Source: an optimization exercise on an open RTL-to-GDS flow (aim: small area and a short achievable clock period). Production flows keep margins and buffers that such runs may drop.
RTL that was checked went through simulation tests only; none was proved equivalent to the original.

==> branch yarrow <==
==> flow/design.v <==
module matmul_fa (input logic a, input logic b, input logic c, output logic s, output logic co);
  assign s = a ^ b ^ c;
  assign co = (a & b) | (a & c) | (b & c);
endmodule
module matmul_xor (input logic a, input logic b, output logic y);
  assign y = a ^ b;
endmodule
module matmul_xnor (input logic a, input logic b, output logic y);
  assign y = ~(a ^ b);
endmodule
module matmul_or (input logic a, input logic b, output logic y);
  assign y = a | b;
endmodule
module matmul_and (input logic a, input logic b, output logic y);
  assign y = a & b;
endmodule
module matmul_nand (input logic a, input logic b, output logic y);
  assign y = ~(a & b);
endmodule
module matmul_nor (input logic a, input logic b, output logic y);
  assign y = ~(a | b);
endmodule
module matmul_aoi (input logic a1, input logic a2, input logic b1, output logic y);
  assign y = ~((a1 & a2) | b1);
endmodule
module matmul_oai (input logic a1, input logic a2, input logic b1, output logic y);
  assign y = ~((a1 | a2) & b1);
endmodule
module matmul_dot2 (input logic [7:0] a0, input logic [7:0] b0,
                    input logic [7:0] a1, input logic [7:0] b1,
                    output logic [7:0] y);
  wire n1 = ~(a0[0] & b0[0]);
  wire n2 = ~(a1[0] & b1[0]);
  wire n3 = ~(a0[0] & b0[1]);
  wire n4 = ~(a0[1] & b0[0]);
  wire n5 = ~(a1[0] & b1[1]);
  wire n6 = ~(a1[1] & b1[0]);
  wire n7, n8;
  matmul_fa un7 (.a(n3), .b(n4), .c(n5), .s(n7), .co(n8));
  wire n9 = ~(a0[0] & b0[2]);
  wire n10 = ~(a0[1] & b0[1]);
  wire n11 = ~(a0[2] & b0[0]);
  wire n12 = ~(a1[0] & b1[2]);
  wire n13 = ~(a1[1] & b1[1]);
  wire n14 = ~(a1[2] & b1[0]);
  wire n15, n16;
  matmul_fa un15 (.a(n9), .b(n10), .c(n11), .s(n15), .co(n16));
  wire n17, n18;
  matmul_fa un17 (.a(n12), .b(n13), .c(n14), .s(n17), .co(n18));
  wire n19;
  matmul_xnor un19 (.a(n8), .b(n15), .y(n19));
  wire n20;
  matmul_or un20 (.a(n8), .b(n15), .y(n20));
  wire n21 = ~(a0[0] & b0[3]);
  wire n22 = ~(a0[1] & b0[2]);
  wire n23 = ~(a0[2] & b0[1]);
  wire n24 = ~(a0[3] & b0[0]);
  wire n25 = ~(a1[0] & b1[3]);
  wire n26 = ~(a1[1] & b1[2]);
  wire n27 = ~(a1[2] & b1[1]);
  wire n28 = ~(a1[3] & b1[0]);
  wire n29, n30;
  matmul_fa un29 (.a(n21), .b(n22), .c(n23), .s(n29), .co(n30));
  wire n31, n32;
  matmul_fa un31 (.a(n24), .b(n25), .c(n26), .s(n31), .co(n32));
  wire n33, n34;
  matmul_fa un33 (.a(n27), .b(n28), .c(n16), .s(n33), .co(n34));
  wire n35, n36;
  matmul_fa un35 (.a(n18), .b(n29), .c(n31), .s(n35), .co(n36));
  wire n37;
  matmul_xnor un37 (.a(n20), .b(n33), .y(n37));
  wire n38;
  matmul_or un38 (.a(n20), .b(n33), .y(n38));
  wire n39 = ~(a0[0] & b0[4]);
  wire n40 = ~(a0[1] & b0[3]);
  wire n41 = ~(a0[2] & b0[2]);
  wire n42 = ~(a0[3] & b0[1]);
  wire n43 = ~(a0[4] & b0[0]);
  wire n44 = ~(a1[0] & b1[4]);
  wire n45 = ~(a1[1] & b1[3]);
  wire n46 = ~(a1[2] & b1[2]);
  wire n47 = ~(a1[3] & b1[1]);
  wire n48 = ~(a1[4] & b1[0]);
  wire n49, n50;
  matmul_fa un49 (.a(n39), .b(n40), .c(n41), .s(n49), .co(n50));
  wire n51, n52;
  matmul_fa un51 (.a(n42), .b(n43), .c(n44), .s(n51), .co(n52));
  wire n53, n54;
  matmul_fa un53 (.a(n45), .b(n46), .c(n47), .s(n53), .co(n54));
  wire n55, n56;
  matmul_fa un55 (.a(n48), .b(n30), .c(n32), .s(n55), .co(n56));
  wire n57, n58;
  matmul_fa un57 (.a(n49), .b(n51), .c(n53), .s(n57), .co(n58));
  wire n59, n60;
  matmul_fa un59 (.a(n34), .b(n55), .c(n36), .s(n59), .co(n60));
  wire n61;
  matmul_xnor un61 (.a(n57), .b(n38), .y(n61));
  wire n62;
  matmul_or un62 (.a(n57), .b(n38), .y(n62));
  wire n63 = ~(a0[0] & b0[5]);
  wire n64 = ~(a0[1] & b0[4]);
  wire n65 = ~(a0[2] & b0[3]);
  wire n66 = ~(a0[3] & b0[2]);
  wire n67 = ~(a0[4] & b0[1]);
  wire n68 = ~(a0[5] & b0[0]);
  wire n69 = ~(a1[0] & b1[5]);
  wire n70 = ~(a1[1] & b1[4]);
  wire n71 = ~(a1[2] & b1[3]);
  wire n72 = ~(a1[3] & b1[2]);
  wire n73 = ~(a1[4] & b1[1]);
  wire n74 = ~(a1[5] & b1[0]);
  wire n75, n76;
  matmul_fa un75 (.a(n63), .b(n64), .c(n65), .s(n75), .co(n76));
  wire n77, n78;
  matmul_fa un77 (.a(n66), .b(n67), .c(n68), .s(n77), .co(n78));
  wire n79, n80;
  matmul_fa un79 (.a(n69), .b(n70), .c(n71), .s(n79), .co(n80));
  wire n81, n82;
  matmul_fa un81 (.a(n72), .b(n73), .c(n74), .s(n81), .co(n82));
  wire n83, n84;
  matmul_fa un83 (.a(n50), .b(n52), .c(n54), .s(n83), .co(n84));
  wire n85, n86;
  matmul_fa un85 (.a(n75), .b(n77), .c(n79), .s(n85), .co(n86));
  wire n87, n88;
  matmul_fa un87 (.a(n81), .b(n56), .c(n58), .s(n87), .co(n88));
  wire n89, n90;
  matmul_fa un89 (.a(n83), .b(n85), .c(n60), .s(n89), .co(n90));
  wire n91;
  matmul_xnor un91 (.a(n62), .b(n87), .y(n91));
  wire n92;
  matmul_or un92 (.a(n62), .b(n87), .y(n92));
  wire n93 = ~(a0[0] & b0[6]);
  wire n94 = ~(a0[1] & b0[5]);
  wire n95 = ~(a0[2] & b0[4]);
  wire n96 = ~(a0[3] & b0[3]);
  wire n97 = ~(a0[4] & b0[2]);
  wire n98 = ~(a0[5] & b0[1]);
  wire n99 = ~(a0[6] & b0[0]);
  wire n100 = ~(a1[0] & b1[6]);
  wire n101 = ~(a1[1] & b1[5]);
  wire n102 = ~(a1[2] & b1[4]);
  wire n103 = ~(a1[3] & b1[3]);
  wire n104 = ~(a1[4] & b1[2]);
  wire n105 = ~(a1[5] & b1[1]);
  wire n106 = ~(a1[6] & b1[0]);
  wire n107, n108;
  matmul_fa un107 (.a(n93), .b(n94), .c(n95), .s(n107), .co(n108));
  wire n109, n110;
  matmul_fa un109 (.a(n96), .b(n97), .c(n98), .s(n109), .co(n110));
  wire n111, n112;
  matmul_fa un111 (.a(n99), .b(n100), .c(n101), .s(n111), .co(n112));
  wire n113, n114;
  matmul_fa un113 (.a(n102), .b(n103), .c(n104), .s(n113), .co(n114));
  wire n115, n116;
  matmul_fa un115 (.a(n105), .b(n106), .c(n76), .s(n115), .co(n116));
  wire n117, n118;
  matmul_fa un117 (.a(n78), .b(n80), .c(n82), .s(n117), .co(n118));
  wire n119, n120;
  matmul_fa un119 (.a(n107), .b(n109), .c(n111), .s(n119), .co(n120));
  wire n121, n122;
  matmul_fa un121 (.a(n113), .b(n84), .c(n115), .s(n121), .co(n122));
  wire n123, n124;
  matmul_fa un123 (.a(n86), .b(n117), .c(n119), .s(n123), .co(n124));
  wire n125, n126;
  matmul_fa un125 (.a(n88), .b(n121), .c(n123), .s(n125), .co(n126));
  wire n127;
  matmul_xnor un127 (.a(n92), .b(n90), .y(n127));
  wire n128;
  matmul_or un128 (.a(n92), .b(n90), .y(n128));
  wire n129 = ~(a0[0] & b0[7]);
  wire n130 = ~(a0[1] & b0[6]);
  wire n131 = ~(a0[2] & b0[5]);
  wire n132 = ~(a0[3] & b0[4]);
  wire n133 = ~(a0[4] & b0[3]);
  wire n134 = ~(a0[5] & b0[2]);
  wire n135 = ~(a0[6] & b0[1]);
  wire n136 = ~(a0[7] & b0[0]);
  wire n137 = ~(a1[0] & b1[7]);
  wire n138 = ~(a1[1] & b1[6]);
  wire n139 = ~(a1[2] & b1[5]);
  wire n140 = ~(a1[3] & b1[4]);
  wire n141 = ~(a1[4] & b1[3]);
  wire n142 = ~(a1[5] & b1[2]);
  wire n143 = ~(a1[6] & b1[1]);
  wire n144 = ~(a1[7] & b1[0]);
  wire n145;
  matmul_xor un145 (.a(n129), .b(n130), .y(n145));
  wire n146;
  matmul_xor un146 (.a(n131), .b(n132), .y(n146));
  wire n147;
  matmul_xor un147 (.a(n133), .b(n134), .y(n147));
  wire n148;
  matmul_xor un148 (.a(n135), .b(n136), .y(n148));
  wire n149;
  matmul_xor un149 (.a(n137), .b(n138), .y(n149));
  wire n150;
  matmul_xor un150 (.a(n139), .b(n140), .y(n150));
  wire n151;
  matmul_xor un151 (.a(n141), .b(n142), .y(n151));
  wire n152;
  matmul_xor un152 (.a(n143), .b(n144), .y(n152));
  wire n153;
  matmul_xor un153 (.a(n145), .b(n146), .y(n153));
  wire n154;
  matmul_xor un154 (.a(n147), .b(n148), .y(n154));
  wire n155;
  matmul_xor un155 (.a(n149), .b(n150), .y(n155));
  wire n156;
  matmul_xor un156 (.a(n151), .b(n152), .y(n156));
  wire n157;
  matmul_xor un157 (.a(n153), .b(n154), .y(n157));
  wire n158;
  matmul_xor un158 (.a(n155), .b(n156), .y(n158));
  wire n159;
  matmul_xor un159 (.a(n108), .b(n110), .y(n159));
  wire n160;
  matmul_xor un160 (.a(n112), .b(n114), .y(n160));
  wire n161;
  matmul_xor un161 (.a(n157), .b(n158), .y(n161));
  wire n162;
  matmul_xor un162 (.a(n159), .b(n160), .y(n162));
  wire n163;
  matmul_xor un163 (.a(n161), .b(n162), .y(n163));
  wire n164;
  matmul_xor un164 (.a(n116), .b(n118), .y(n164));
  wire n165;
  matmul_xor un165 (.a(n120), .b(n163), .y(n165));
  wire n166;
  matmul_xor un166 (.a(n164), .b(n165), .y(n166));
  wire n167;
  matmul_xor un167 (.a(n122), .b(n166), .y(n167));
  wire n168;
  matmul_xor un168 (.a(n124), .b(n167), .y(n168));
  wire n169;
  matmul_xor un169 (.a(n168), .b(n126), .y(n169));
  wire n170;
  matmul_xor un170 (.a(n128), .b(n169), .y(n170));
  wire n171;
  matmul_xor un171 (.a(n1), .b(n2), .y(n171));
  wire n172;
  matmul_or un172 (.a(n1), .b(n2), .y(n172));
  wire n173, n174;
  matmul_fa un173 (.a(n6), .b(n7), .c(n172), .s(n173), .co(n174));
  wire n175 = ~n173;
  wire n176, n177;
  matmul_fa un176 (.a(n17), .b(n19), .c(n174), .s(n176), .co(n177));
  wire n178 = ~n176;
  wire n179, n180;
  matmul_fa un179 (.a(n35), .b(n37), .c(n177), .s(n179), .co(n180));
  wire n181 = ~n179;
  wire n182;
  matmul_xor un182 (.a(n61), .b(n59), .y(n182));
  wire n183;
  matmul_and un183 (.a(n61), .b(n59), .y(n183));
  wire n184;
  matmul_or un184 (.a(n61), .b(n59), .y(n184));
  wire n185;
  matmul_oai un185 (.a1(n183), .a2(n180), .b1(n184), .y(n185));
  wire n186;
  matmul_xor un186 (.a(n182), .b(n180), .y(n186));
  wire n187 = ~n186;
  wire n188;
  matmul_xor un188 (.a(n91), .b(n89), .y(n188));
  wire n189;
  matmul_nand un189 (.a(n91), .b(n89), .y(n189));
  wire n190;
  matmul_nor un190 (.a(n91), .b(n89), .y(n190));
  wire n191;
  matmul_aoi un191 (.a1(n189), .a2(n185), .b1(n190), .y(n191));
  wire n192;
  matmul_xor un192 (.a(n188), .b(n185), .y(n192));
  wire n193;
  matmul_xor un193 (.a(n127), .b(n125), .y(n193));
  wire n194;
  matmul_and un194 (.a(n127), .b(n125), .y(n194));
  wire n195;
  matmul_or un195 (.a(n127), .b(n125), .y(n195));
  wire n196;
  matmul_oai un196 (.a1(n194), .a2(n191), .b1(n195), .y(n196));
  wire n197;
  matmul_xor un197 (.a(n193), .b(n191), .y(n197));
  wire n198 = ~n197;
  wire n199;
  matmul_xor un199 (.a(n170), .b(n196), .y(n199));
  wire n200 = ~n199;
  assign y = {n200, n198, n192, n187, n181, n178, n175, n171};
endmodule
module matmul(A,B,y,clk);
    input logic [31:0] A;
    input logic [31:0] B;
    output logic [31:0] y;
    input logic clk;
    logic [7:0] y00, y01, y10, y11;
    matmul_dot2 u00 (.a0(A[31:24]), .b0(B[31:24]), .a1(A[23:16]), .b1(B[15:8]), .y(y00));
    matmul_dot2 u01 (.a0(A[31:24]), .b0(B[23:16]), .a1(A[23:16]), .b1(B[7:0]),  .y(y01));
    matmul_dot2 u10 (.a0(A[15:8]),  .b0(B[31:24]), .a1(A[7:0]),   .b1(B[15:8]), .y(y10));
    matmul_dot2 u11 (.a0(A[15:8]),  .b0(B[23:16]), .a1(A[7:0]),   .b1(B[7:0]),  .y(y11));
    always_ff @(posedge clk)
        y <= {y00, y01, y10, y11};
endmodule
==> flow/flow/run.sh <==
#!/bin/bash
# The standard layout (standard.sh), except that buffer_ports uses
# sky130_fd_sc_hd__buf_1 for the port buffers instead of the delay-buffer cell it picks by default.
set -e
export BUFFER_PORTS_ARGS="-buffer_cell sky130_fd_sc_hd__buf_1"
bash standard.sh SETUP_SLACK_MARGIN=6.5 finish > standard.log 2>&1
==> flow/standard.sh <==
#!/bin/bash
# synth_recipe.tcl (not shown) runs the flow's synth.tcl, then flattens the netlist and writes it again
# the make line also repeats each setting of config.mk as NAME=value (left out here)
make -C /OpenROAD-flow-scripts/flow DESIGN_CONFIG=/design/flow/config.mk WORK_HOME=/design/flow/orfs CLKGATE_MAP_FILE= SYNTH_SCRIPT=/design/flow/synth_recipe.tcl "${@:-finish}"
==> flow/config.mk <==
export PLATFORM = sky130hd
export DESIGN_NAME = matmul
export DESIGN_NICKNAME = matmul
export VERILOG_FILES = /design/flow/design.v
export SDC_FILE = /design/flow/constraint.sdc
export NUM_CORES = 4
export LEC_CHECK = 0
export CAP_MARGIN = 20
export CORE_MARGIN = 2
export CORE_UTILIZATION = 40
export SLEW_MARGIN = 20
export SYNTH_HIERARCHICAL = 1
export SYNTH_MINIMUM_KEEP_SIZE = 0
==> flow/constraint.sdc <==
create_clock -name core_clock -period 10.0 [get_ports {clk}]
set_input_delay 2.0000 -clock core_clock [delete_from_list [all_inputs] [get_ports {clk}]]
set_output_delay 2.0000 -clock core_clock [all_outputs]
set_load 0.01 [all_outputs]
==> branch ember (differences from branch yarrow) <==
--- a/flow/design.v
+++ b/flow/design.v
@@ -258,31 +258,28 @@
   matmul_oai un185 (.a1(n183), .a2(n180), .b1(n184), .y(n185));
   wire n186;
-  matmul_xor un186 (.a(n182), .b(n180), .y(n186));
-  wire n187 = ~n186;
+  matmul_xnor un186 (.a(n182), .b(n180), .y(n186));
+  wire n187;
+  matmul_xor un187 (.a(n91), .b(n89), .y(n187));
   wire n188;
-  matmul_xor un188 (.a(n91), .b(n89), .y(n188));
+  matmul_nand un188 (.a(n91), .b(n89), .y(n188));
   wire n189;
-  matmul_nand un189 (.a(n91), .b(n89), .y(n189));
+  matmul_nor un189 (.a(n91), .b(n89), .y(n189));
   wire n190;
-  matmul_nor un190 (.a(n91), .b(n89), .y(n190));
+  matmul_aoi un190 (.a1(n188), .a2(n185), .b1(n189), .y(n190));
   wire n191;
-  matmul_aoi un191 (.a1(n189), .a2(n185), .b1(n190), .y(n191));
+  matmul_xor un191 (.a(n187), .b(n185), .y(n191));
   wire n192;
-  matmul_xor un192 (.a(n188), .b(n185), .y(n192));
+  matmul_xor un192 (.a(n127), .b(n125), .y(n192));
   wire n193;
-  matmul_xor un193 (.a(n127), .b(n125), .y(n193));
+  matmul_and un193 (.a(n127), .b(n125), .y(n193));
   wire n194;
-  matmul_and un194 (.a(n127), .b(n125), .y(n194));
+  matmul_or un194 (.a(n127), .b(n125), .y(n194));
   wire n195;
-  matmul_or un195 (.a(n127), .b(n125), .y(n195));
+  matmul_oai un195 (.a1(n193), .a2(n190), .b1(n194), .y(n195));
   wire n196;
-  matmul_oai un196 (.a1(n194), .a2(n191), .b1(n195), .y(n196));
+  matmul_xnor un196 (.a(n192), .b(n190), .y(n196));
   wire n197;
-  matmul_xor un197 (.a(n193), .b(n191), .y(n197));
-  wire n198 = ~n197;
-  wire n199;
-  matmul_xor un199 (.a(n170), .b(n196), .y(n199));
-  wire n200 = ~n199;
-  assign y = {n200, n198, n192, n187, n181, n178, n175, n171};
+  matmul_xnor un197 (.a(n170), .b(n195), .y(n197));
+  assign y = {n197, n196, n191, n186, n181, n178, n175, n171};
 endmodule
 module matmul(A,B,y,clk);
--- a/flow/flow/run.sh
+++ b/flow/flow/run.sh
@@ -4,3 +4,3 @@
 set -e
 export BUFFER_PORTS_ARGS="-buffer_cell sky130_fd_sc_hd__buf_1"
-bash standard.sh SETUP_SLACK_MARGIN=6.5 finish > standard.log 2>&1
+bash standard.sh  finish > standard.log 2>&1
- CTS_BUF_LIST: default -> sky130_fd_sc_hd__clkbuf_8
- SETUP_SLACK_MARGIN: default -> 5
==> flow_summary_export.csv <==
group,metric,value,unit
drt,wirelength,19.26,mm
drt,drt_iter0_drc,315,
run_status,run_status,"timing/DRC/antenna clean",
hold_path,worstHoldEndpoint,"y[16]",
drt,routedLengthMet1,8.182,mm
die,start_util,41.10,%
The numbers above come from branch yarrow.

==> flow_summary_export.csv <==
group,metric,value,unit
final_layout,final_cells,1004,
hold_path,worstHoldEndpoint,"y[0]",
drt,wirelength,16.92,mm
synthesis,synth_compound_area_share,1.149,%
drt,routedLengthMet1,7.145,mm
run_status,run_status,"timing/DRC/antenna clean",
die,start_util,40.97,%
drt,drt_iter0_drc,257,
The numbers above come from branch ember.

No functional check of the RTL was part of branch yarrow.

-- re-timing with driven ports --
In the flow no input, the clock included, has a driving cell. The finished layouts below were timed again as built, in two steps. Step 1, drivers: a clkbuf_16 drives clk and a buf_2 each remaining input, both assumed. Step 2 adds t to the input delays and takes it off the output delays; t is the mean of the earliest and latest rising clock arrival at the registers after step 1. Input paths then give back, and output paths get back, about the clock's delay inside the block. Slacks: no drivers / after step 1 / after step 2; pairs: no drivers / after step 1.
run | shift t [ns] | slack for setup (ns) | worst data-port slew with drivers (ns)
branch yarrow | 0.318 | 5.239 / 5.134 / 4.816 | 0.17
branch ember | 0.352 | 5.120 / 5.125 / 4.773 | 0.04
After both steps every run listed still meets setup and hold. For branch yarrow, which loses most, drivers alone change the setup slack by -0.105 ns; drivers and shift together by -0.423 ns.
